From an optimization exercise on the open Yosys and OpenROAD flow, aimed at small area and a short achievable clock period; shortcuts taken in it are not production practice.
No functional check of the RTL was part of this run.

==> flow/design.v <==
module booth_mul_top(clk, A, B, m, ov);
	input clk;
	input [15:0] A, B;
	output reg [30:0] m;
	output reg ov;
	reg [15:0] a_q, b_q;
	wire [30:0] m_w;
	wire ov_w;
	BoothMUL mul(.A(a_q), .B(b_q), .m(m_w), .ov(ov_w));
	always @(posedge clk) begin
		a_q <= A;
		b_q <= B;
		m <= m_w;
		ov <= ov_w;
	end
endmodule

module FA(a, b, c, cout, sum);
	input a, b, c;
	output cout, sum;
	assign {cout, sum} = a + b + c;
endmodule
module HA(a, b, cout, sum);
	input a, b;
	output cout, sum;
	assign {cout, sum} = a + b;
endmodule
module BoothMUL(A, B, m, ov);
	input [15:0] A, B;
	output [30:0] m;
	output ov;
	wire ci1;
	wire ci2;
	wire ci3;
	wire ci4;
	wire ci5;
	wire ci6;
	wire ci7;
	wire ci8;
	wire s9;
	wire c10;
	wire s11;
	wire c12;
	wire s13;
	wire c14;
	wire s15;
	wire c16;
	wire s17;
	wire c18;
	wire s19;
	wire c20;
	wire s21;
	wire c22;
	wire s23;
	wire c24;
	wire s25;
	wire c26;
	wire s27;
	wire c28;
	wire s29;
	wire c30;
	wire s31;
	wire c32;
	wire s33;
	wire c34;
	wire s35;
	wire c36;
	wire s37;
	wire c38;
	wire s39;
	wire c40;
	wire s41;
	wire c42;
	wire s43;
	wire c44;
	wire s45;
	wire c46;
	wire s47;
	wire c48;
	wire s49;
	wire c50;
	wire s51;
	wire c52;
	wire s53;
	wire c54;
	wire s55;
	wire c56;
	wire s57;
	wire c58;
	wire s59;
	wire c60;
	wire s61;
	wire c62;
	wire s63;
	wire c64;
	wire s65;
	wire c66;
	wire s67;
	wire c68;
	wire s69;
	wire c70;
	wire s71;
	wire c72;
	wire s73;
	wire c74;
	wire s75;
	wire c76;
	wire s77;
	wire c78;
	wire s79;
	wire c80;
	wire s81;
	wire c82;
	wire s83;
	wire c84;
	wire s85;
	wire c86;
	wire s87;
	wire c88;
	wire s89;
	wire c90;
	wire s91;
	wire c92;
	wire s93;
	wire c94;
	wire s95;
	wire c96;
	wire s97;
	wire c98;
	wire s99;
	wire c100;
	wire s101;
	wire c102;
	wire s103;
	wire c104;
	wire s105;
	wire c106;
	wire s107;
	wire c108;
	wire s109;
	wire c110;
	wire s111;
	wire c112;
	wire s113;
	wire c114;
	wire s115;
	wire c116;
	wire s117;
	wire c118;
	wire s119;
	wire c120;
	wire s121;
	wire c122;
	wire s123;
	wire c124;
	wire s125;
	wire c126;
	wire s127;
	wire c128;
	wire s129;
	wire c130;
	wire s131;
	wire c132;
	wire s133;
	wire c134;
	wire s135;
	wire c136;
	wire s137;
	wire c138;
	wire s139;
	wire c140;
	wire s141;
	wire c142;
	wire s143;
	wire c144;
	wire s145;
	wire c146;
	wire s147;
	wire c148;
	wire s149;
	wire c150;
	wire s151;
	wire c152;
	wire s153;
	wire c154;
	wire s155;
	wire c156;
	wire s157;
	wire c158;
	wire s159;
	wire c160;
	wire s161;
	wire c162;
	wire s163;
	wire c164;
	wire s165;
	wire c166;
	wire s167;
	wire c168;
	wire s169;
	wire c170;
	wire s171;
	wire c172;
	wire s173;
	wire c174;
	wire s175;
	wire c176;
	wire s177;
	wire c178;
	wire s179;
	wire c180;
	wire s181;
	wire c182;
	wire s183;
	wire c184;
	wire s185;
	wire c186;
	wire s187;
	wire c188;
	wire s189;
	wire c190;
	wire s191;
	wire c192;
	wire s193;
	wire c194;
	wire s195;
	wire c196;
	wire s197;
	wire c198;
	wire s199;
	wire c200;
	wire s201;
	wire c202;
	wire s203;
	wire c204;
	wire s205;
	wire c206;
	wire s207;
	wire c208;
	wire s209;
	wire c210;
	wire s211;
	wire c212;
	wire s213;
	wire c214;
	wire s215;
	wire c216;
	wire s217;
	wire c218;
	wire s219;
	wire c220;
	wire s221;
	wire c222;
	wire s223;
	wire c224;
	wire s225;
	wire c226;
	wire s227;
	wire c228;
	wire s229;
	wire c230;
	wire s231;
	wire c232;
	wire s233;
	wire c234;
	wire s235;
	wire c236;
	wire s237;
	wire c238;
	wire s239;
	wire c240;
	wire s241;
	wire c242;
	wire s243;
	wire c244;
	wire s245;
	wire c246;
	wire neg0 = B[1];
	wire one0 = B[0] ^ 1'b0;
	wire two0 = (B[1] & ~B[0] & ~1'b0) | (~B[1] & B[0] & 1'b0);
	wire pp0_0 = ((one0 & A[0]) | (two0 & 1'b0)) ^ neg0;
	wire pp0_1 = ((one0 & A[1]) | (two0 & A[0])) ^ neg0;
	wire pp0_2 = ((one0 & A[2]) | (two0 & A[1])) ^ neg0;
	wire pp0_3 = ((one0 & A[3]) | (two0 & A[2])) ^ neg0;
	wire pp0_4 = ((one0 & A[4]) | (two0 & A[3])) ^ neg0;
	wire pp0_5 = ((one0 & A[5]) | (two0 & A[4])) ^ neg0;
	wire pp0_6 = ((one0 & A[6]) | (two0 & A[5])) ^ neg0;
	wire pp0_7 = ((one0 & A[7]) | (two0 & A[6])) ^ neg0;
	wire pp0_8 = ((one0 & A[8]) | (two0 & A[7])) ^ neg0;
	wire pp0_9 = ((one0 & A[9]) | (two0 & A[8])) ^ neg0;
	wire pp0_10 = ((one0 & A[10]) | (two0 & A[9])) ^ neg0;
	wire pp0_11 = ((one0 & A[11]) | (two0 & A[10])) ^ neg0;
	wire pp0_12 = ((one0 & A[12]) | (two0 & A[11])) ^ neg0;
	wire pp0_13 = ((one0 & A[13]) | (two0 & A[12])) ^ neg0;
	wire pp0_14 = ((one0 & A[14]) | (two0 & A[13])) ^ neg0;
	wire pp0_15 = ((one0 & A[15]) | (two0 & A[14])) ^ neg0;
	wire pp0_16 = ~(((one0 & A[15]) | (two0 & A[15])) ^ neg0);
	wire neg1 = B[3];
	wire one1 = B[2] ^ B[1];
	wire two1 = (B[3] & ~B[2] & ~B[1]) | (~B[3] & B[2] & B[1]);
	wire pp1_0 = ((one1 & A[0]) | (two1 & 1'b0)) ^ neg1;
	wire pp1_1 = ((one1 & A[1]) | (two1 & A[0])) ^ neg1;
	wire pp1_2 = ((one1 & A[2]) | (two1 & A[1])) ^ neg1;
	wire pp1_3 = ((one1 & A[3]) | (two1 & A[2])) ^ neg1;
	wire pp1_4 = ((one1 & A[4]) | (two1 & A[3])) ^ neg1;
	wire pp1_5 = ((one1 & A[5]) | (two1 & A[4])) ^ neg1;
	wire pp1_6 = ((one1 & A[6]) | (two1 & A[5])) ^ neg1;
	wire pp1_7 = ((one1 & A[7]) | (two1 & A[6])) ^ neg1;
	wire pp1_8 = ((one1 & A[8]) | (two1 & A[7])) ^ neg1;
	wire pp1_9 = ((one1 & A[9]) | (two1 & A[8])) ^ neg1;
	wire pp1_10 = ((one1 & A[10]) | (two1 & A[9])) ^ neg1;
	wire pp1_11 = ((one1 & A[11]) | (two1 & A[10])) ^ neg1;
	wire pp1_12 = ((one1 & A[12]) | (two1 & A[11])) ^ neg1;
	wire pp1_13 = ((one1 & A[13]) | (two1 & A[12])) ^ neg1;
	wire pp1_14 = ((one1 & A[14]) | (two1 & A[13])) ^ neg1;
	wire pp1_15 = ((one1 & A[15]) | (two1 & A[14])) ^ neg1;
	wire pp1_16 = ~(((one1 & A[15]) | (two1 & A[15])) ^ neg1);
	wire neg2 = B[5];
	wire one2 = B[4] ^ B[3];
	wire two2 = (B[5] & ~B[4] & ~B[3]) | (~B[5] & B[4] & B[3]);
	wire pp2_0 = ((one2 & A[0]) | (two2 & 1'b0)) ^ neg2;
	wire pp2_1 = ((one2 & A[1]) | (two2 & A[0])) ^ neg2;
	wire pp2_2 = ((one2 & A[2]) | (two2 & A[1])) ^ neg2;
	wire pp2_3 = ((one2 & A[3]) | (two2 & A[2])) ^ neg2;
	wire pp2_4 = ((one2 & A[4]) | (two2 & A[3])) ^ neg2;
	wire pp2_5 = ((one2 & A[5]) | (two2 & A[4])) ^ neg2;
	wire pp2_6 = ((one2 & A[6]) | (two2 & A[5])) ^ neg2;
	wire pp2_7 = ((one2 & A[7]) | (two2 & A[6])) ^ neg2;
	wire pp2_8 = ((one2 & A[8]) | (two2 & A[7])) ^ neg2;
	wire pp2_9 = ((one2 & A[9]) | (two2 & A[8])) ^ neg2;
	wire pp2_10 = ((one2 & A[10]) | (two2 & A[9])) ^ neg2;
	wire pp2_11 = ((one2 & A[11]) | (two2 & A[10])) ^ neg2;
	wire pp2_12 = ((one2 & A[12]) | (two2 & A[11])) ^ neg2;
	wire pp2_13 = ((one2 & A[13]) | (two2 & A[12])) ^ neg2;
	wire pp2_14 = ((one2 & A[14]) | (two2 & A[13])) ^ neg2;
	wire pp2_15 = ((one2 & A[15]) | (two2 & A[14])) ^ neg2;
	wire pp2_16 = ~(((one2 & A[15]) | (two2 & A[15])) ^ neg2);
	wire neg3 = B[7];
	wire one3 = B[6] ^ B[5];
	wire two3 = (B[7] & ~B[6] & ~B[5]) | (~B[7] & B[6] & B[5]);
	wire pp3_0 = ((one3 & A[0]) | (two3 & 1'b0)) ^ neg3;
	wire pp3_1 = ((one3 & A[1]) | (two3 & A[0])) ^ neg3;
	wire pp3_2 = ((one3 & A[2]) | (two3 & A[1])) ^ neg3;
	wire pp3_3 = ((one3 & A[3]) | (two3 & A[2])) ^ neg3;
	wire pp3_4 = ((one3 & A[4]) | (two3 & A[3])) ^ neg3;
	wire pp3_5 = ((one3 & A[5]) | (two3 & A[4])) ^ neg3;
	wire pp3_6 = ((one3 & A[6]) | (two3 & A[5])) ^ neg3;
	wire pp3_7 = ((one3 & A[7]) | (two3 & A[6])) ^ neg3;
	wire pp3_8 = ((one3 & A[8]) | (two3 & A[7])) ^ neg3;
	wire pp3_9 = ((one3 & A[9]) | (two3 & A[8])) ^ neg3;
	wire pp3_10 = ((one3 & A[10]) | (two3 & A[9])) ^ neg3;
	wire pp3_11 = ((one3 & A[11]) | (two3 & A[10])) ^ neg3;
	wire pp3_12 = ((one3 & A[12]) | (two3 & A[11])) ^ neg3;
	wire pp3_13 = ((one3 & A[13]) | (two3 & A[12])) ^ neg3;
	wire pp3_14 = ((one3 & A[14]) | (two3 & A[13])) ^ neg3;
	wire pp3_15 = ((one3 & A[15]) | (two3 & A[14])) ^ neg3;
	wire pp3_16 = ~(((one3 & A[15]) | (two3 & A[15])) ^ neg3);
	wire neg4 = B[9];
	wire one4 = B[8] ^ B[7];
	wire two4 = (B[9] & ~B[8] & ~B[7]) | (~B[9] & B[8] & B[7]);
	wire pp4_0 = ((one4 & A[0]) | (two4 & 1'b0)) ^ neg4;
	wire pp4_1 = ((one4 & A[1]) | (two4 & A[0])) ^ neg4;
	wire pp4_2 = ((one4 & A[2]) | (two4 & A[1])) ^ neg4;
	wire pp4_3 = ((one4 & A[3]) | (two4 & A[2])) ^ neg4;
	wire pp4_4 = ((one4 & A[4]) | (two4 & A[3])) ^ neg4;
	wire pp4_5 = ((one4 & A[5]) | (two4 & A[4])) ^ neg4;
	wire pp4_6 = ((one4 & A[6]) | (two4 & A[5])) ^ neg4;
	wire pp4_7 = ((one4 & A[7]) | (two4 & A[6])) ^ neg4;
	wire pp4_8 = ((one4 & A[8]) | (two4 & A[7])) ^ neg4;
	wire pp4_9 = ((one4 & A[9]) | (two4 & A[8])) ^ neg4;
	wire pp4_10 = ((one4 & A[10]) | (two4 & A[9])) ^ neg4;
	wire pp4_11 = ((one4 & A[11]) | (two4 & A[10])) ^ neg4;
	wire pp4_12 = ((one4 & A[12]) | (two4 & A[11])) ^ neg4;
	wire pp4_13 = ((one4 & A[13]) | (two4 & A[12])) ^ neg4;
	wire pp4_14 = ((one4 & A[14]) | (two4 & A[13])) ^ neg4;
	wire pp4_15 = ((one4 & A[15]) | (two4 & A[14])) ^ neg4;
	wire pp4_16 = ~(((one4 & A[15]) | (two4 & A[15])) ^ neg4);
	wire neg5 = B[11];
	wire one5 = B[10] ^ B[9];
	wire two5 = (B[11] & ~B[10] & ~B[9]) | (~B[11] & B[10] & B[9]);
	wire pp5_0 = ((one5 & A[0]) | (two5 & 1'b0)) ^ neg5;
	wire pp5_1 = ((one5 & A[1]) | (two5 & A[0])) ^ neg5;
	wire pp5_2 = ((one5 & A[2]) | (two5 & A[1])) ^ neg5;
	wire pp5_3 = ((one5 & A[3]) | (two5 & A[2])) ^ neg5;
	wire pp5_4 = ((one5 & A[4]) | (two5 & A[3])) ^ neg5;
	wire pp5_5 = ((one5 & A[5]) | (two5 & A[4])) ^ neg5;
	wire pp5_6 = ((one5 & A[6]) | (two5 & A[5])) ^ neg5;
	wire pp5_7 = ((one5 & A[7]) | (two5 & A[6])) ^ neg5;
	wire pp5_8 = ((one5 & A[8]) | (two5 & A[7])) ^ neg5;
	wire pp5_9 = ((one5 & A[9]) | (two5 & A[8])) ^ neg5;
	wire pp5_10 = ((one5 & A[10]) | (two5 & A[9])) ^ neg5;
	wire pp5_11 = ((one5 & A[11]) | (two5 & A[10])) ^ neg5;
	wire pp5_12 = ((one5 & A[12]) | (two5 & A[11])) ^ neg5;
	wire pp5_13 = ((one5 & A[13]) | (two5 & A[12])) ^ neg5;
	wire pp5_14 = ((one5 & A[14]) | (two5 & A[13])) ^ neg5;
	wire pp5_15 = ((one5 & A[15]) | (two5 & A[14])) ^ neg5;
	wire pp5_16 = ~(((one5 & A[15]) | (two5 & A[15])) ^ neg5);
	wire neg6 = B[13];
	wire one6 = B[12] ^ B[11];
	wire two6 = (B[13] & ~B[12] & ~B[11]) | (~B[13] & B[12] & B[11]);
	wire pp6_0 = ((one6 & A[0]) | (two6 & 1'b0)) ^ neg6;
	wire pp6_1 = ((one6 & A[1]) | (two6 & A[0])) ^ neg6;
	wire pp6_2 = ((one6 & A[2]) | (two6 & A[1])) ^ neg6;
	wire pp6_3 = ((one6 & A[3]) | (two6 & A[2])) ^ neg6;
	wire pp6_4 = ((one6 & A[4]) | (two6 & A[3])) ^ neg6;
	wire pp6_5 = ((one6 & A[5]) | (two6 & A[4])) ^ neg6;
	wire pp6_6 = ((one6 & A[6]) | (two6 & A[5])) ^ neg6;
	wire pp6_7 = ((one6 & A[7]) | (two6 & A[6])) ^ neg6;
	wire pp6_8 = ((one6 & A[8]) | (two6 & A[7])) ^ neg6;
	wire pp6_9 = ((one6 & A[9]) | (two6 & A[8])) ^ neg6;
	wire pp6_10 = ((one6 & A[10]) | (two6 & A[9])) ^ neg6;
	wire pp6_11 = ((one6 & A[11]) | (two6 & A[10])) ^ neg6;
	wire pp6_12 = ((one6 & A[12]) | (two6 & A[11])) ^ neg6;
	wire pp6_13 = ((one6 & A[13]) | (two6 & A[12])) ^ neg6;
	wire pp6_14 = ((one6 & A[14]) | (two6 & A[13])) ^ neg6;
	wire pp6_15 = ((one6 & A[15]) | (two6 & A[14])) ^ neg6;
	wire pp6_16 = ~(((one6 & A[15]) | (two6 & A[15])) ^ neg6);
	wire neg7 = B[15];
	wire one7 = B[14] ^ B[13];
	wire two7 = (B[15] & ~B[14] & ~B[13]) | (~B[15] & B[14] & B[13]);
	wire pp7_0 = ((one7 & A[0]) | (two7 & 1'b0)) ^ neg7;
	wire pp7_1 = ((one7 & A[1]) | (two7 & A[0])) ^ neg7;
	wire pp7_2 = ((one7 & A[2]) | (two7 & A[1])) ^ neg7;
	wire pp7_3 = ((one7 & A[3]) | (two7 & A[2])) ^ neg7;
	wire pp7_4 = ((one7 & A[4]) | (two7 & A[3])) ^ neg7;
	wire pp7_5 = ((one7 & A[5]) | (two7 & A[4])) ^ neg7;
	wire pp7_6 = ((one7 & A[6]) | (two7 & A[5])) ^ neg7;
	wire pp7_7 = ((one7 & A[7]) | (two7 & A[6])) ^ neg7;
	wire pp7_8 = ((one7 & A[8]) | (two7 & A[7])) ^ neg7;
	wire pp7_9 = ((one7 & A[9]) | (two7 & A[8])) ^ neg7;
	wire pp7_10 = ((one7 & A[10]) | (two7 & A[9])) ^ neg7;
	wire pp7_11 = ((one7 & A[11]) | (two7 & A[10])) ^ neg7;
	wire pp7_12 = ((one7 & A[12]) | (two7 & A[11])) ^ neg7;
	wire pp7_13 = ((one7 & A[13]) | (two7 & A[12])) ^ neg7;
	wire pp7_14 = ((one7 & A[14]) | (two7 & A[13])) ^ neg7;
	wire pp7_15 = ((one7 & A[15]) | (two7 & A[14])) ^ neg7;
	wire pp7_16 = ~(((one7 & A[15]) | (two7 & A[15])) ^ neg7);
	assign ci1 = ~pp0_16;
	assign ci2 = ~pp1_15;
	assign ci3 = ~pp2_15;
	assign ci4 = ~pp3_15;
	assign ci5 = ~pp4_15;
	assign ci6 = ~pp5_15;
	assign ci7 = ~pp6_15;
	assign ci8 = ~pp7_15;
	HA ha10(.a(neg5), .b(pp0_10), .cout(c10), .sum(s9));
	HA ha12(.a(pp0_11), .b(pp1_9), .cout(c12), .sum(s11));
	FA fa14(.a(neg6), .b(pp0_12), .c(pp1_10), .cout(c14), .sum(s13));
	HA ha16(.a(pp2_8), .b(pp3_6), .cout(c16), .sum(s15));
	FA fa18(.a(pp0_13), .b(pp1_11), .c(pp2_9), .cout(c18), .sum(s17));
	HA ha20(.a(pp3_7), .b(pp4_5), .cout(c20), .sum(s19));
	FA fa22(.a(neg7), .b(pp0_14), .c(pp1_12), .cout(c22), .sum(s21));
	FA fa24(.a(pp2_10), .b(pp3_8), .c(pp4_6), .cout(c24), .sum(s23));
	HA ha26(.a(pp5_4), .b(pp6_2), .cout(c26), .sum(s25));
	FA fa28(.a(pp0_15), .b(pp1_13), .c(pp2_11), .cout(c28), .sum(s27));
	FA fa30(.a(pp3_9), .b(pp4_7), .c(pp5_5), .cout(c30), .sum(s29));
	HA ha32(.a(pp6_3), .b(pp7_1), .cout(c32), .sum(s31));
	FA fa34(.a(pp1_14), .b(pp2_12), .c(pp3_10), .cout(c34), .sum(s33));
	FA fa36(.a(pp4_8), .b(pp5_6), .c(pp6_4), .cout(c36), .sum(s35));
	HA ha38(.a(pp7_2), .b(ci1), .cout(c38), .sum(s37));
	FA fa40(.a(pp2_13), .b(pp3_11), .c(pp4_9), .cout(c40), .sum(s39));
	FA fa42(.a(pp5_7), .b(pp6_5), .c(pp7_3), .cout(c42), .sum(s41));
	HA ha44(.a(pp0_16), .b(ci2), .cout(c44), .sum(s43));
	FA fa46(.a(pp1_16), .b(pp2_14), .c(pp3_12), .cout(c46), .sum(s45));
	FA fa48(.a(pp4_10), .b(pp5_8), .c(pp6_6), .cout(c48), .sum(s47));
	HA ha50(.a(pp7_4), .b(pp1_15), .cout(c50), .sum(s49));
	FA fa52(.a(pp3_13), .b(pp4_11), .c(pp5_9), .cout(c52), .sum(s51));
	HA ha54(.a(pp6_7), .b(pp7_5), .cout(c54), .sum(s53));
	FA fa56(.a(pp2_16), .b(pp3_14), .c(pp4_12), .cout(c56), .sum(s55));
	HA ha58(.a(pp5_10), .b(pp6_8), .cout(c58), .sum(s57));
	HA ha60(.a(pp4_13), .b(pp5_11), .cout(c60), .sum(s59));
	HA ha62(.a(pp3_16), .b(pp4_14), .cout(c62), .sum(s61));
	HA ha64(.a(neg3), .b(pp0_6), .cout(c64), .sum(s63));
	HA ha66(.a(pp0_7), .b(pp1_5), .cout(c66), .sum(s65));
	FA fa68(.a(neg4), .b(pp0_8), .c(pp1_6), .cout(c68), .sum(s67));
	HA ha70(.a(pp2_4), .b(pp3_2), .cout(c70), .sum(s69));
	FA fa72(.a(pp0_9), .b(pp1_7), .c(pp2_5), .cout(c72), .sum(s71));
	HA ha74(.a(pp3_3), .b(pp4_1), .cout(c74), .sum(s73));
	FA fa76(.a(pp1_8), .b(pp2_6), .c(pp3_4), .cout(c76), .sum(s75));
	FA fa78(.a(pp4_2), .b(pp5_0), .c(s9), .cout(c78), .sum(s77));
	FA fa80(.a(pp2_7), .b(pp3_5), .c(pp4_3), .cout(c80), .sum(s79));
	FA fa82(.a(pp5_1), .b(c10), .c(s11), .cout(c82), .sum(s81));
	FA fa84(.a(pp4_4), .b(pp5_2), .c(pp6_0), .cout(c84), .sum(s83));
	FA fa86(.a(c12), .b(s15), .c(s13), .cout(c86), .sum(s85));
	FA fa88(.a(pp5_3), .b(pp6_1), .c(c16), .cout(c88), .sum(s87));
	FA fa90(.a(s19), .b(c14), .c(s17), .cout(c90), .sum(s89));
	FA fa92(.a(pp7_0), .b(c20), .c(s25), .cout(c92), .sum(s91));
	FA fa94(.a(c18), .b(s21), .c(s23), .cout(c94), .sum(s93));
	FA fa96(.a(c26), .b(s31), .c(c22), .cout(c96), .sum(s95));
	FA fa98(.a(c24), .b(s27), .c(s29), .cout(c98), .sum(s97));
	FA fa100(.a(c32), .b(c28), .c(c30), .cout(c100), .sum(s99));
	FA fa102(.a(s37), .b(s33), .c(s35), .cout(c102), .sum(s101));
	FA fa104(.a(c38), .b(c34), .c(c36), .cout(c104), .sum(s103));
	FA fa106(.a(s43), .b(s39), .c(s41), .cout(c106), .sum(s105));
	FA fa108(.a(c44), .b(s49), .c(c40), .cout(c108), .sum(s107));
	FA fa110(.a(c42), .b(s45), .c(s47), .cout(c110), .sum(s109));
	FA fa112(.a(ci3), .b(c50), .c(s53), .cout(c112), .sum(s111));
	FA fa114(.a(c46), .b(c48), .c(s51), .cout(c114), .sum(s113));
	FA fa116(.a(pp7_6), .b(pp2_15), .c(c54), .cout(c116), .sum(s115));
	FA fa118(.a(s57), .b(c52), .c(s55), .cout(c118), .sum(s117));
	FA fa120(.a(pp6_9), .b(pp7_7), .c(ci4), .cout(c120), .sum(s119));
	FA fa122(.a(c58), .b(s59), .c(c56), .cout(c122), .sum(s121));
	FA fa124(.a(pp5_12), .b(pp6_10), .c(pp7_8), .cout(c124), .sum(s123));
	FA fa126(.a(pp3_15), .b(c60), .c(s61), .cout(c126), .sum(s125));
	FA fa128(.a(pp5_13), .b(pp6_11), .c(pp7_9), .cout(c128), .sum(s127));
	HA ha130(.a(ci5), .b(c62), .cout(c130), .sum(s129));
	FA fa132(.a(pp4_16), .b(pp5_14), .c(pp6_12), .cout(c132), .sum(s131));
	HA ha134(.a(pp7_10), .b(pp4_15), .cout(c134), .sum(s133));
	HA ha136(.a(pp6_13), .b(pp7_11), .cout(c136), .sum(s135));
	HA ha138(.a(pp5_16), .b(pp6_14), .cout(c138), .sum(s137));
	HA ha140(.a(neg2), .b(pp0_4), .cout(c140), .sum(s139));
	HA ha142(.a(pp0_5), .b(pp1_3), .cout(c142), .sum(s141));
	FA fa144(.a(pp1_4), .b(pp2_2), .c(pp3_0), .cout(c144), .sum(s143));
	FA fa146(.a(pp2_3), .b(pp3_1), .c(c64), .cout(c146), .sum(s145));
	FA fa148(.a(pp4_0), .b(c66), .c(s69), .cout(c148), .sum(s147));
	FA fa150(.a(c70), .b(s73), .c(c68), .cout(c150), .sum(s149));
	FA fa152(.a(c74), .b(c72), .c(s75), .cout(c152), .sum(s151));
	FA fa154(.a(c76), .b(s79), .c(c78), .cout(c154), .sum(s153));
	FA fa156(.a(c80), .b(s83), .c(c82), .cout(c156), .sum(s155));
	FA fa158(.a(c84), .b(s87), .c(c86), .cout(c158), .sum(s157));
	FA fa160(.a(c88), .b(s91), .c(c90), .cout(c160), .sum(s159));
	FA fa162(.a(c92), .b(c94), .c(s95), .cout(c162), .sum(s161));
	FA fa164(.a(c96), .b(c98), .c(s99), .cout(c164), .sum(s163));
	FA fa166(.a(c100), .b(c102), .c(s103), .cout(c166), .sum(s165));
	FA fa168(.a(c104), .b(c106), .c(s107), .cout(c168), .sum(s167));
	FA fa170(.a(s111), .b(c108), .c(c110), .cout(c170), .sum(s169));
	FA fa172(.a(s115), .b(c112), .c(c114), .cout(c172), .sum(s171));
	FA fa174(.a(s119), .b(c116), .c(c118), .cout(c174), .sum(s173));
	FA fa176(.a(s123), .b(c120), .c(s125), .cout(c176), .sum(s175));
	FA fa178(.a(c124), .b(s127), .c(s129), .cout(c178), .sum(s177));
	FA fa180(.a(s133), .b(c128), .c(c130), .cout(c180), .sum(s179));
	FA fa182(.a(ci6), .b(c134), .c(s135), .cout(c182), .sum(s181));
	FA fa184(.a(pp7_12), .b(pp5_15), .c(c136), .cout(c184), .sum(s183));
	HA ha186(.a(pp7_13), .b(ci7), .cout(c186), .sum(s185));
	HA ha188(.a(pp6_16), .b(pp7_14), .cout(c188), .sum(s187));
	HA ha190(.a(neg1), .b(pp0_2), .cout(c190), .sum(s189));
	HA ha192(.a(pp0_3), .b(pp1_1), .cout(c192), .sum(s191));
	FA fa194(.a(pp1_2), .b(pp2_0), .c(s139), .cout(c194), .sum(s193));
	FA fa196(.a(pp2_1), .b(c140), .c(s141), .cout(c196), .sum(s195));
	FA fa198(.a(c142), .b(s63), .c(s143), .cout(c198), .sum(s197));
	FA fa200(.a(s65), .b(c144), .c(s145), .cout(c200), .sum(s199));
	FA fa202(.a(s67), .b(c146), .c(s147), .cout(c202), .sum(s201));
	FA fa204(.a(s71), .b(c148), .c(s149), .cout(c204), .sum(s203));
	FA fa206(.a(s77), .b(c150), .c(s151), .cout(c206), .sum(s205));
	FA fa208(.a(s81), .b(c152), .c(s153), .cout(c208), .sum(s207));
	FA fa210(.a(s85), .b(c154), .c(s155), .cout(c210), .sum(s209));
	FA fa212(.a(s89), .b(c156), .c(s157), .cout(c212), .sum(s211));
	FA fa214(.a(s93), .b(c158), .c(s159), .cout(c214), .sum(s213));
	FA fa216(.a(s97), .b(c160), .c(s161), .cout(c216), .sum(s215));
	FA fa218(.a(s101), .b(c162), .c(s163), .cout(c218), .sum(s217));
	FA fa220(.a(s105), .b(c164), .c(s165), .cout(c220), .sum(s219));
	FA fa222(.a(s109), .b(c166), .c(s167), .cout(c222), .sum(s221));
	FA fa224(.a(s113), .b(c168), .c(s169), .cout(c224), .sum(s223));
	FA fa226(.a(s117), .b(c170), .c(s171), .cout(c226), .sum(s225));
	FA fa228(.a(s121), .b(c172), .c(s173), .cout(c228), .sum(s227));
	FA fa230(.a(c122), .b(s175), .c(c174), .cout(c230), .sum(s229));
	FA fa232(.a(c126), .b(s177), .c(c176), .cout(c232), .sum(s231));
	FA fa234(.a(s131), .b(s179), .c(c178), .cout(c234), .sum(s233));
	FA fa236(.a(c132), .b(s181), .c(c180), .cout(c236), .sum(s235));
	FA fa238(.a(s137), .b(s183), .c(c182), .cout(c238), .sum(s237));
	FA fa240(.a(c138), .b(s185), .c(c184), .cout(c240), .sum(s239));
	FA fa242(.a(pp6_15), .b(c186), .c(s187), .cout(c242), .sum(s241));
	HA ha244(.a(ci8), .b(c188), .cout(c244), .sum(s243));
	HA ha246(.a(pp7_16), .b(pp7_15), .cout(c246), .sum(s245));
	wire [31:0] X = {1'b1, s245, s243, s241, s239, s237, s235, s233, s231, s229, c226, c224, c222, c220, c218, c216, c214, c212, c210, c208, c206, c204, c202, c200, c198, c196, c194, c192, c190, pp1_0, pp0_1, neg0};
	wire [31:0] Y = {c246, c244, c242, c240, c238, c236, c234, c232, c230, c228, s227, s225, s223, s221, s219, s217, s215, s213, s211, s209, s207, s205, s203, s201, s199, s197, s195, s193, s191, s189, 1'b0, pp0_0};
	wire [31:0] P;
	wire [31:0] g = X & Y;
	wire [31:0] p = X ^ Y;
	assign G247 = g[1] | (p[1] & g[0]);
	assign Pq248 = p[1] & p[0];
	assign G249 = g[2] | (p[2] & g[1]);
	assign Pq250 = p[2] & p[1];
	assign G251 = g[3] | (p[3] & g[2]);
	assign Pq252 = p[3] & p[2];
	assign G253 = g[4] | (p[4] & g[3]);
	assign Pq254 = p[4] & p[3];
	assign G255 = g[5] | (p[5] & g[4]);
	assign Pq256 = p[5] & p[4];
	assign G257 = g[6] | (p[6] & g[5]);
	assign Pq258 = p[6] & p[5];
	assign G259 = g[7] | (p[7] & g[6]);
	assign Pq260 = p[7] & p[6];
	assign G261 = g[8] | (p[8] & g[7]);
	assign Pq262 = p[8] & p[7];
	assign G263 = g[9] | (p[9] & g[8]);
	assign Pq264 = p[9] & p[8];
	assign G265 = g[10] | (p[10] & g[9]);
	assign Pq266 = p[10] & p[9];
	assign G267 = g[11] | (p[11] & g[10]);
	assign Pq268 = p[11] & p[10];
	assign G269 = g[12] | (p[12] & g[11]);
	assign Pq270 = p[12] & p[11];
	assign G271 = g[13] | (p[13] & g[12]);
	assign Pq272 = p[13] & p[12];
	assign G273 = g[14] | (p[14] & g[13]);
	assign Pq274 = p[14] & p[13];
	assign G275 = g[15] | (p[15] & g[14]);
	assign Pq276 = p[15] & p[14];
	assign G277 = g[16] | (p[16] & g[15]);
	assign Pq278 = p[16] & p[15];
	assign G279 = g[17] | (p[17] & g[16]);
	assign Pq280 = p[17] & p[16];
	assign G281 = g[18] | (p[18] & g[17]);
	assign Pq282 = p[18] & p[17];
	assign G283 = g[19] | (p[19] & g[18]);
	assign Pq284 = p[19] & p[18];
	assign G285 = g[20] | (p[20] & g[19]);
	assign Pq286 = p[20] & p[19];
	assign G287 = g[21] | (p[21] & g[20]);
	assign Pq288 = p[21] & p[20];
	assign G289 = g[22] | (p[22] & g[21]);
	assign Pq290 = p[22] & p[21];
	assign G291 = g[23] | (p[23] & g[22]);
	assign Pq292 = p[23] & p[22];
	assign G293 = g[24] | (p[24] & g[23]);
	assign Pq294 = p[24] & p[23];
	assign G295 = g[25] | (p[25] & g[24]);
	assign Pq296 = p[25] & p[24];
	assign G297 = g[26] | (p[26] & g[25]);
	assign Pq298 = p[26] & p[25];
	assign G299 = g[27] | (p[27] & g[26]);
	assign Pq300 = p[27] & p[26];
	assign G301 = g[28] | (p[28] & g[27]);
	assign Pq302 = p[28] & p[27];
	assign G303 = g[29] | (p[29] & g[28]);
	assign Pq304 = p[29] & p[28];
	assign G305 = g[30] | (p[30] & g[29]);
	assign Pq306 = p[30] & p[29];
	assign G307 = g[31] | (p[31] & g[30]);
	assign Pq308 = p[31] & p[30];
	assign G309 = G249 | (Pq250 & g[0]);
	assign Pq310 = Pq250 & p[0];
	assign G311 = G251 | (Pq252 & G247);
	assign Pq312 = Pq252 & Pq248;
	assign G313 = G253 | (Pq254 & G249);
	assign Pq314 = Pq254 & Pq250;
	assign G315 = G255 | (Pq256 & G251);
	assign Pq316 = Pq256 & Pq252;
	assign G317 = G257 | (Pq258 & G253);
	assign Pq318 = Pq258 & Pq254;
	assign G319 = G259 | (Pq260 & G255);
	assign Pq320 = Pq260 & Pq256;
	assign G321 = G261 | (Pq262 & G257);
	assign Pq322 = Pq262 & Pq258;
	assign G323 = G263 | (Pq264 & G259);
	assign Pq324 = Pq264 & Pq260;
	assign G325 = G265 | (Pq266 & G261);
	assign Pq326 = Pq266 & Pq262;
	assign G327 = G267 | (Pq268 & G263);
	assign Pq328 = Pq268 & Pq264;
	assign G329 = G269 | (Pq270 & G265);
	assign Pq330 = Pq270 & Pq266;
	assign G331 = G271 | (Pq272 & G267);
	assign Pq332 = Pq272 & Pq268;
	assign G333 = G273 | (Pq274 & G269);
	assign Pq334 = Pq274 & Pq270;
	assign G335 = G275 | (Pq276 & G271);
	assign Pq336 = Pq276 & Pq272;
	assign G337 = G277 | (Pq278 & G273);
	assign Pq338 = Pq278 & Pq274;
	assign G339 = G279 | (Pq280 & G275);
	assign Pq340 = Pq280 & Pq276;
	assign G341 = G281 | (Pq282 & G277);
	assign Pq342 = Pq282 & Pq278;
	assign G343 = G283 | (Pq284 & G279);
	assign Pq344 = Pq284 & Pq280;
	assign G345 = G285 | (Pq286 & G281);
	assign Pq346 = Pq286 & Pq282;
	assign G347 = G287 | (Pq288 & G283);
	assign Pq348 = Pq288 & Pq284;
	assign G349 = G289 | (Pq290 & G285);
	assign Pq350 = Pq290 & Pq286;
	assign G351 = G291 | (Pq292 & G287);
	assign Pq352 = Pq292 & Pq288;
	assign G353 = G293 | (Pq294 & G289);
	assign Pq354 = Pq294 & Pq290;
	assign G355 = G295 | (Pq296 & G291);
	assign Pq356 = Pq296 & Pq292;
	assign G357 = G297 | (Pq298 & G293);
	assign Pq358 = Pq298 & Pq294;
	assign G359 = G299 | (Pq300 & G295);
	assign Pq360 = Pq300 & Pq296;
	assign G361 = G301 | (Pq302 & G297);
	assign Pq362 = Pq302 & Pq298;
	assign G363 = G303 | (Pq304 & G299);
	assign Pq364 = Pq304 & Pq300;
	assign G365 = G305 | (Pq306 & G301);
	assign Pq366 = Pq306 & Pq302;
	assign G367 = G307 | (Pq308 & G303);
	assign Pq368 = Pq308 & Pq304;
	assign G369 = G313 | (Pq314 & g[0]);
	assign Pq370 = Pq314 & p[0];
	assign G371 = G315 | (Pq316 & G247);
	assign Pq372 = Pq316 & Pq248;
	assign G373 = G317 | (Pq318 & G309);
	assign Pq374 = Pq318 & Pq310;
	assign G375 = G319 | (Pq320 & G311);
	assign Pq376 = Pq320 & Pq312;
	assign G377 = G321 | (Pq322 & G313);
	assign Pq378 = Pq322 & Pq314;
	assign G379 = G323 | (Pq324 & G315);
	assign Pq380 = Pq324 & Pq316;
	assign G381 = G325 | (Pq326 & G317);
	assign Pq382 = Pq326 & Pq318;
	assign G383 = G327 | (Pq328 & G319);
	assign Pq384 = Pq328 & Pq320;
	assign G385 = G329 | (Pq330 & G321);
	assign Pq386 = Pq330 & Pq322;
	assign G387 = G331 | (Pq332 & G323);
	assign Pq388 = Pq332 & Pq324;
	assign G389 = G333 | (Pq334 & G325);
	assign Pq390 = Pq334 & Pq326;
	assign G391 = G335 | (Pq336 & G327);
	assign Pq392 = Pq336 & Pq328;
	assign G393 = G337 | (Pq338 & G329);
	assign Pq394 = Pq338 & Pq330;
	assign G395 = G339 | (Pq340 & G331);
	assign Pq396 = Pq340 & Pq332;
	assign G397 = G341 | (Pq342 & G333);
	assign Pq398 = Pq342 & Pq334;
	assign G399 = G343 | (Pq344 & G335);
	assign Pq400 = Pq344 & Pq336;
	assign G401 = G345 | (Pq346 & G337);
	assign Pq402 = Pq346 & Pq338;
	assign G403 = G347 | (Pq348 & G339);
	assign Pq404 = Pq348 & Pq340;
	assign G405 = G349 | (Pq350 & G341);
	assign Pq406 = Pq350 & Pq342;
	assign G407 = G351 | (Pq352 & G343);
	assign Pq408 = Pq352 & Pq344;
	assign G409 = G353 | (Pq354 & G345);
	assign Pq410 = Pq354 & Pq346;
	assign G411 = G355 | (Pq356 & G347);
	assign Pq412 = Pq356 & Pq348;
	assign G413 = G357 | (Pq358 & G349);
	assign Pq414 = Pq358 & Pq350;
	assign G415 = G359 | (Pq360 & G351);
	assign Pq416 = Pq360 & Pq352;
	assign G417 = G361 | (Pq362 & G353);
	assign Pq418 = Pq362 & Pq354;
	assign G419 = G363 | (Pq364 & G355);
	assign Pq420 = Pq364 & Pq356;
	assign G421 = G365 | (Pq366 & G357);
	assign Pq422 = Pq366 & Pq358;
	assign G423 = G367 | (Pq368 & G359);
	assign Pq424 = Pq368 & Pq360;
	assign G425 = G377 | (Pq378 & g[0]);
	assign Pq426 = Pq378 & p[0];
	assign G427 = G379 | (Pq380 & G247);
	assign Pq428 = Pq380 & Pq248;
	assign G429 = G381 | (Pq382 & G309);
	assign Pq430 = Pq382 & Pq310;
	assign G431 = G383 | (Pq384 & G311);
	assign Pq432 = Pq384 & Pq312;
	assign G433 = G385 | (Pq386 & G369);
	assign Pq434 = Pq386 & Pq370;
	assign G435 = G387 | (Pq388 & G371);
	assign Pq436 = Pq388 & Pq372;
	assign G437 = G389 | (Pq390 & G373);
	assign Pq438 = Pq390 & Pq374;
	assign G439 = G391 | (Pq392 & G375);
	assign Pq440 = Pq392 & Pq376;
	assign G441 = G393 | (Pq394 & G377);
	assign Pq442 = Pq394 & Pq378;
	assign G443 = G395 | (Pq396 & G379);
	assign Pq444 = Pq396 & Pq380;
	assign G445 = G397 | (Pq398 & G381);
	assign Pq446 = Pq398 & Pq382;
	assign G447 = G399 | (Pq400 & G383);
	assign Pq448 = Pq400 & Pq384;
	assign G449 = G401 | (Pq402 & G385);
	assign Pq450 = Pq402 & Pq386;
	assign G451 = G403 | (Pq404 & G387);
	assign Pq452 = Pq404 & Pq388;
	assign G453 = G405 | (Pq406 & G389);
	assign Pq454 = Pq406 & Pq390;
	assign G455 = G407 | (Pq408 & G391);
	assign Pq456 = Pq408 & Pq392;
	assign G457 = G409 | (Pq410 & G393);
	assign Pq458 = Pq410 & Pq394;
	assign G459 = G411 | (Pq412 & G395);
	assign Pq460 = Pq412 & Pq396;
	assign G461 = G413 | (Pq414 & G397);
	assign Pq462 = Pq414 & Pq398;
	assign G463 = G415 | (Pq416 & G399);
	assign Pq464 = Pq416 & Pq400;
	assign G465 = G417 | (Pq418 & G401);
	assign Pq466 = Pq418 & Pq402;
	assign G467 = G419 | (Pq420 & G403);
	assign Pq468 = Pq420 & Pq404;
	assign G469 = G421 | (Pq422 & G405);
	assign Pq470 = Pq422 & Pq406;
	assign G471 = G423 | (Pq424 & G407);
	assign Pq472 = Pq424 & Pq408;
	assign G473 = G441 | (Pq442 & g[0]);
	assign Pq474 = Pq442 & p[0];
	assign G475 = G443 | (Pq444 & G247);
	assign Pq476 = Pq444 & Pq248;
	assign G477 = G445 | (Pq446 & G309);
	assign Pq478 = Pq446 & Pq310;
	assign G479 = G447 | (Pq448 & G311);
	assign Pq480 = Pq448 & Pq312;
	assign G481 = G449 | (Pq450 & G369);
	assign Pq482 = Pq450 & Pq370;
	assign G483 = G451 | (Pq452 & G371);
	assign Pq484 = Pq452 & Pq372;
	assign G485 = G453 | (Pq454 & G373);
	assign Pq486 = Pq454 & Pq374;
	assign G487 = G455 | (Pq456 & G375);
	assign Pq488 = Pq456 & Pq376;
	assign G489 = G457 | (Pq458 & G425);
	assign Pq490 = Pq458 & Pq426;
	assign G491 = G459 | (Pq460 & G427);
	assign Pq492 = Pq460 & Pq428;
	assign G493 = G461 | (Pq462 & G429);
	assign Pq494 = Pq462 & Pq430;
	assign G495 = G463 | (Pq464 & G431);
	assign Pq496 = Pq464 & Pq432;
	assign G497 = G465 | (Pq466 & G433);
	assign Pq498 = Pq466 & Pq434;
	assign G499 = G467 | (Pq468 & G435);
	assign Pq500 = Pq468 & Pq436;
	assign G501 = G469 | (Pq470 & G437);
	assign Pq502 = Pq470 & Pq438;
	assign G503 = G471 | (Pq472 & G439);
	assign Pq504 = Pq472 & Pq440;
	assign P[0] = p[0];
	assign P[1] = p[1] ^ g[0];
	assign P[2] = p[2] ^ G247;
	assign P[3] = p[3] ^ G309;
	assign P[4] = p[4] ^ G311;
	assign P[5] = p[5] ^ G369;
	assign P[6] = p[6] ^ G371;
	assign P[7] = p[7] ^ G373;
	assign P[8] = p[8] ^ G375;
	assign P[9] = p[9] ^ G425;
	assign P[10] = p[10] ^ G427;
	assign P[11] = p[11] ^ G429;
	assign P[12] = p[12] ^ G431;
	assign P[13] = p[13] ^ G433;
	assign P[14] = p[14] ^ G435;
	assign P[15] = p[15] ^ G437;
	assign P[16] = p[16] ^ G439;
	assign P[17] = p[17] ^ G473;
	assign P[18] = p[18] ^ G475;
	assign P[19] = p[19] ^ G477;
	assign P[20] = p[20] ^ G479;
	assign P[21] = p[21] ^ G481;
	assign P[22] = p[22] ^ G483;
	assign P[23] = p[23] ^ G485;
	assign P[24] = p[24] ^ G487;
	assign P[25] = p[25] ^ G489;
	assign P[26] = p[26] ^ G491;
	assign P[27] = p[27] ^ G493;
	assign P[28] = p[28] ^ G495;
	assign P[29] = p[29] ^ G497;
	assign P[30] = p[30] ^ G499;
	assign P[31] = p[31] ^ G501;
	assign m = P[30:0];
	assign ov = ~P[31];
endmodule
==> flow/run.sh <==
#!/bin/bash
# synth_recipe.tcl (not shown) runs the flow's synth.tcl, then flattens the netlist and writes it again
# the make line also repeats each setting of config.mk as NAME=value (left out here)
make -C /OpenROAD-flow-scripts/flow DESIGN_CONFIG=/design/flow/config.mk WORK_HOME=/design/flow/orfs CLKGATE_MAP_FILE= SYNTH_SCRIPT=/design/flow/synth_recipe.tcl finish
==> flow/config.mk <==
export PLATFORM = sky130hd
export DESIGN_NAME = booth_mul_top
export DESIGN_NICKNAME = booth_mul_top
export VERILOG_FILES = /design/flow/design.v
export SDC_FILE = /design/flow/constraint.sdc
export NUM_CORES = 4
export LEC_CHECK = 0
export ABC_AREA = 1
export CAP_MARGIN = 20
export CORE_MARGIN = 2
export CORE_UTILIZATION = 50
export SLEW_MARGIN = 80
export SYNTH_HIERARCHICAL = 1
export SYNTH_MINIMUM_KEEP_SIZE = 0
==> flow/constraint.sdc <==
create_clock -name core_clock -period 12.2 [get_ports {clk}]
set_input_delay 2.4400 -clock core_clock [delete_from_list [all_inputs] [get_ports {clk}]]
set_output_delay 2.4400 -clock core_clock [all_outputs]
set_load 0.01 [all_outputs]
==> summary.txt <==
Floorplan
The floorplan row count is between 40 and 50. During I/O placement, the number of pins put on the boundary was 65. The die width is roughly 130 um.

The floorplan step defined a die boundary enclosing 17100 um2. The vertical die dimension is around 130 um. The placeable core region is roughly 16000 um2.

For this configuration, the core starts out at a cell density of 0.508.

Detailed routing
The detailed-route vias per instance is roughly 5.6. For this run, the detailed router's first-pass iteration total came to 5. In the final routed layout, each cell accounts on average for ~18 um. The total wire length after detailed routing is 21900 um. After the first detailed-routing iteration, the DRC count stood at approximately 660. The via count is between 6000 and 7000. The remaining antenna violation count after routing is 0. The total DRC errors in the routed layout is 0.

Global route
The number of global-route vias before repair came to approximately 6500. Across every metal layer, demand over resource in global routing totals 0.272. The number of antenna violations at the first check in global routing is 0. Entering global routing, the biggest net connects 23 pins. The first global-routing pass estimated 35300 um of wire. For this run the aggregate overflow at the end of global routing stands at 0.

Setup path
The worst register-to-register path begins at b_q[9]. The capturing element type of the critical path is a flip-flop. The reg2reg setup slack is between 6 and 7 ns. Among the stages of the critical path, the cell type that occurs most often is sky130_fd_sc_hd__fa_1.

The kind of launch point of the worst setup path is a flip-flop. Traced cell by cell, the critical path runs through buf_6 -> nand2_1 -> nand2_1 -> o21ai_4 -> buf_2 -> buf_2 -> o22ai_1 -> xor2_1 -> fa_1 -> fa_1 -> fa_1 -> fa_1 -> ha_1 -> nand2_1 -> inv_1 -> nand3_1 -> nor2_1 -> nand4_1 -> nand3_1 -> xor2_1. The data required time of the critical path is 12.46 ns.

In this run the worst setup path terminates at m[20]. The critical path's slowest cell is sky130_fd_sc_hd__fa_1. The worst flop-to-flop path endpoint is m[20].

On the worst path, the slowest cell contributes a delay of 0.54 ns. Data on the critical path arrives at its endpoint at ~5.5 ns. The critical path is of the flip-flop to flip-flop type.

Along the worst path, the maximum fanout reaches 21. The worst register-to-register path has a depth of 20. The launch point of the worst path is b_q[9]. Together, buffers and inverters on the worst path number 4.

In this design, the largest share of critical-path delay is due to adder cells. Counting buffers and inverters, the worst setup path is 20 cells deep.

Clock tree
The total of hold buffers inserted after clock tree synthesis is 0. TritonCTS created 9 clock buffers. The clock input transition at the sequential cells of the worst setup and hold paths is ~0.06 ns. The maximum buffer depth of the clock tree is 2. The clock net in this run drives a total of between 60 and 70 sinks. After clock tree synthesis, the repair step resized 0 gates. The root buffer cell chosen for the clock tree is sky130_fd_sc_hd__clkbuf_16.

In this run the post-CTS setup repair buffer count came out at 0. The clock latency of the later-clocked register in the worst-skew pair is around 0.35 ns. TritonCTS built the clock tree. The clock tree synthesis step divided the H-tree into 3 levels.

Synth
The synthesized netlist occupies a cell area of approximately 8000 um2. The portion of the post-synthesis area used by sequential elements is 0.160. Sorting the synthesized cells by area gives the leading types as sky130_fd_sc_hd__fa_1 22%, sky130_fd_sc_hd__dfxtp_1 16%, sky130_fd_sc_hd__xor2_1 16%, sky130_fd_sc_hd__ha_1 9.4%, sky130_fd_sc_hd__o22ai_1 9.2%. The area share of the leading cell type in the synthesized netlist is 0.225. Synthesis instantiated 34 different standard cells from the library. Summed over all instances, the cell type with the most area after synthesis is sky130_fd_sc_hd__fa_1.

After synthesis the netlist holds a flip-flop and latch count of 64. After synthesis, the mean cell area works out to 8.40 um2. The cell count after synthesis is between 900 and 1000.

Synthesis produced a netlist with a net count of between 1000 and 1500. For this run, the number of Yosys warnings is 265.

Worst hold path
The class of the most critical hold timing path is flip-flop to flip-flop. The startpoint of the worst hold path is a_q[0].

Finish
The diode insertion count for antenna repair is 0. The synthesis-to-layout area growth is 17.9%. The final layout contains 1183 nets. In the layout the commonest cells are 136 x sky130_fd_sc_hd__xor2_1, 134 x sky130_fd_sc_hd__nand2_1, 118 x sky130_fd_sc_hd__o22ai_1, 90 x sky130_fd_sc_hd__fa_1, 64 x sky130_fd_sc_hd__clkdlybuf4s50_1. Summing all non-filler instances in the final layout gives an area of roughly 9400 um2. The layout has 1463 filler cells. Of the cells placed in the final design, the portion with a size suffix greater than 1 is 0.126. Once layout is complete, the utilization of the core stands at 0.599.

The leading cell type in the layout, fill and taps excluded is sky130_fd_sc_hd__xor2_1.

Placed design
The half-perimeter wire length after placement is around 17000 um. The number of input and output port buffers inserted is 64. Summing all placed instances gives a cell area of around 9000 um2. The final weighted congestion in routability-driven placement is around 0.92.

STA
Measured against its own limit, the worst slew margin works out to 0.792. The summed negative setup slack over all endpoints is 0 ns. The final count of hold timing violations is 0. Setup repair after global routing left no endpoint under its margin.

After layout, the minimum clock period comes to 5.22 ns. The final count of pins violating max slew is 0. The worst slack on hold paths is approximately 0.64 ns. Between clock sinks in the finished design, the worst skew comes to between 0.007 and 0.008 ns. The setup violation total in the final timing report is 0. The top achievable clock speed is ~190 MHz. In the finished design, the share of the clock period the worst path needs comes to 0.428. For the pin with the worst max-slew slack, the measured transition is 0.309 ns.

Status
The run finished with no timing, DRC or antenna violations.

Job
Across the run, the number of max-cap violations was 0.
## worst min-delay path: cells and delay by family (launching register included)
kind,cells,cell delay (ns)
DFF,1,0.33
xor gates and xnor gates,1,0.06
adders and majority gates,1,0.13
and+or+nand+nor,1,0.08
## sequential cells by signal (all words and copies together) (netlist names)
signal and cells:
a_q 16, b_q 16, m 31, ov 1
## modules after synthesis (local to each module, per instance)
module / cells / area [um2]
BoothMUL: 771 / 4570
HA: 1 / 12.5
booth_mul_top: 64 / 1280
FA: 1 / 20.0
## how the worst min path moves through the flow
stage            to  slack (ns)  depth (start not counted)
2_1_floorplan  m[0]        0.57                          2
5_1_grt        m[0]        0.67                          3
3_5_place_dp   m[0]        0.64                          3
6_report       m[0]        0.64                          3
4_1_cts        m[0]        0.65                          3
3_3_place_gp   m[0]        0.61                          3
## cells in the mapped netlist, drive strengths merged
cell type and number:
a21o 5, o21bai 6, nand4 2, a21boi 3, inv 86, nand3b 1, o22ai 118, nand2 157
o21ai 20, xor2 144, a31oi 3, nand3 33, dfxtp 64, clkbuf 16, nor3 6, a21oi 33
buf 33, fa 90, nor2 60, ha 60, nor4 3, a211oi 8, xnor2 2, o211ai 1
## logic make-up after synthesis
logic type      after synthesis  share of synthesized area
flops                        64                      0.160
simple gates                262                      0.138
compound gates              197                      0.154
fa+ha+maj                   150                      0.319
xor+xnor                    146                      0.160
buf+inv                     135                     0.0700
## per-layer routing
| metal | vias to the layer above | global-route usage | wire (um) |
|---|---|---|---|
| met5 | - | 0 | 0 |
| met4 | 0 | 0.0926 | 525 |
| met3 | 35 | 0.0326 | 1440 |
| met2 | 276 | 0.410 | 9590 |
| met1 | 3228 | 0.406 | 10400 |
| li1 | 3282 | - | - |
## area by class of cell
class                           instances  area (um2)  area share
Tap cell                              216         270      0.0286
Clock inverter                          7        78.8     0.00834
Sequential cell                        64        1280       0.136
Clock buffer                            9         225      0.0238
Multi-Input combinational cell        755        6420       0.680
Timing Repair Buffer                   84         798      0.0845
Inverter                               86         365      0.0387
## through the flow
stage | cells | setup WS (ns)
6_report | 1221 | 6.98
5_1_grt | 1221 | 6.75
4_1_cts | 1221 | 7.01
3_5_place_dp | 1205 | 7.03
3_3_place_gp | 1192 | 6.58
2_1_floorplan | 954 | 7.79

==> what the ideal ports hide <==
In the flow no input, the clock included, has a driving cell. The finished layout below was timed again as built, in two steps. Step 1 sets driving cells, clkbuf_16 on the clock port and buf_2 on the other inputs (assumed; they add their load-dependent delay and slew). Step 2, shift: input delay + t, output delay - t, t = (earliest + latest rising clock arrival at the registers) / 2. This alone moves slack from input paths to output paths. Slacks: ideal / step 1 / step 2; pairs: ideal / step 1.
t (ns): 0.394
slack for setup (ns): 6.983 / 6.983 / 6.983
worst setup path at the end: register to register
slew at the worst register clock pin (ns): 0.06 / 0.06
pins driven straight from the clock port: 1
After both steps this run still meets setup and hold. The setup slack of this run moves by 0.000 ns with the drivers and by 0.000 ns with both steps.
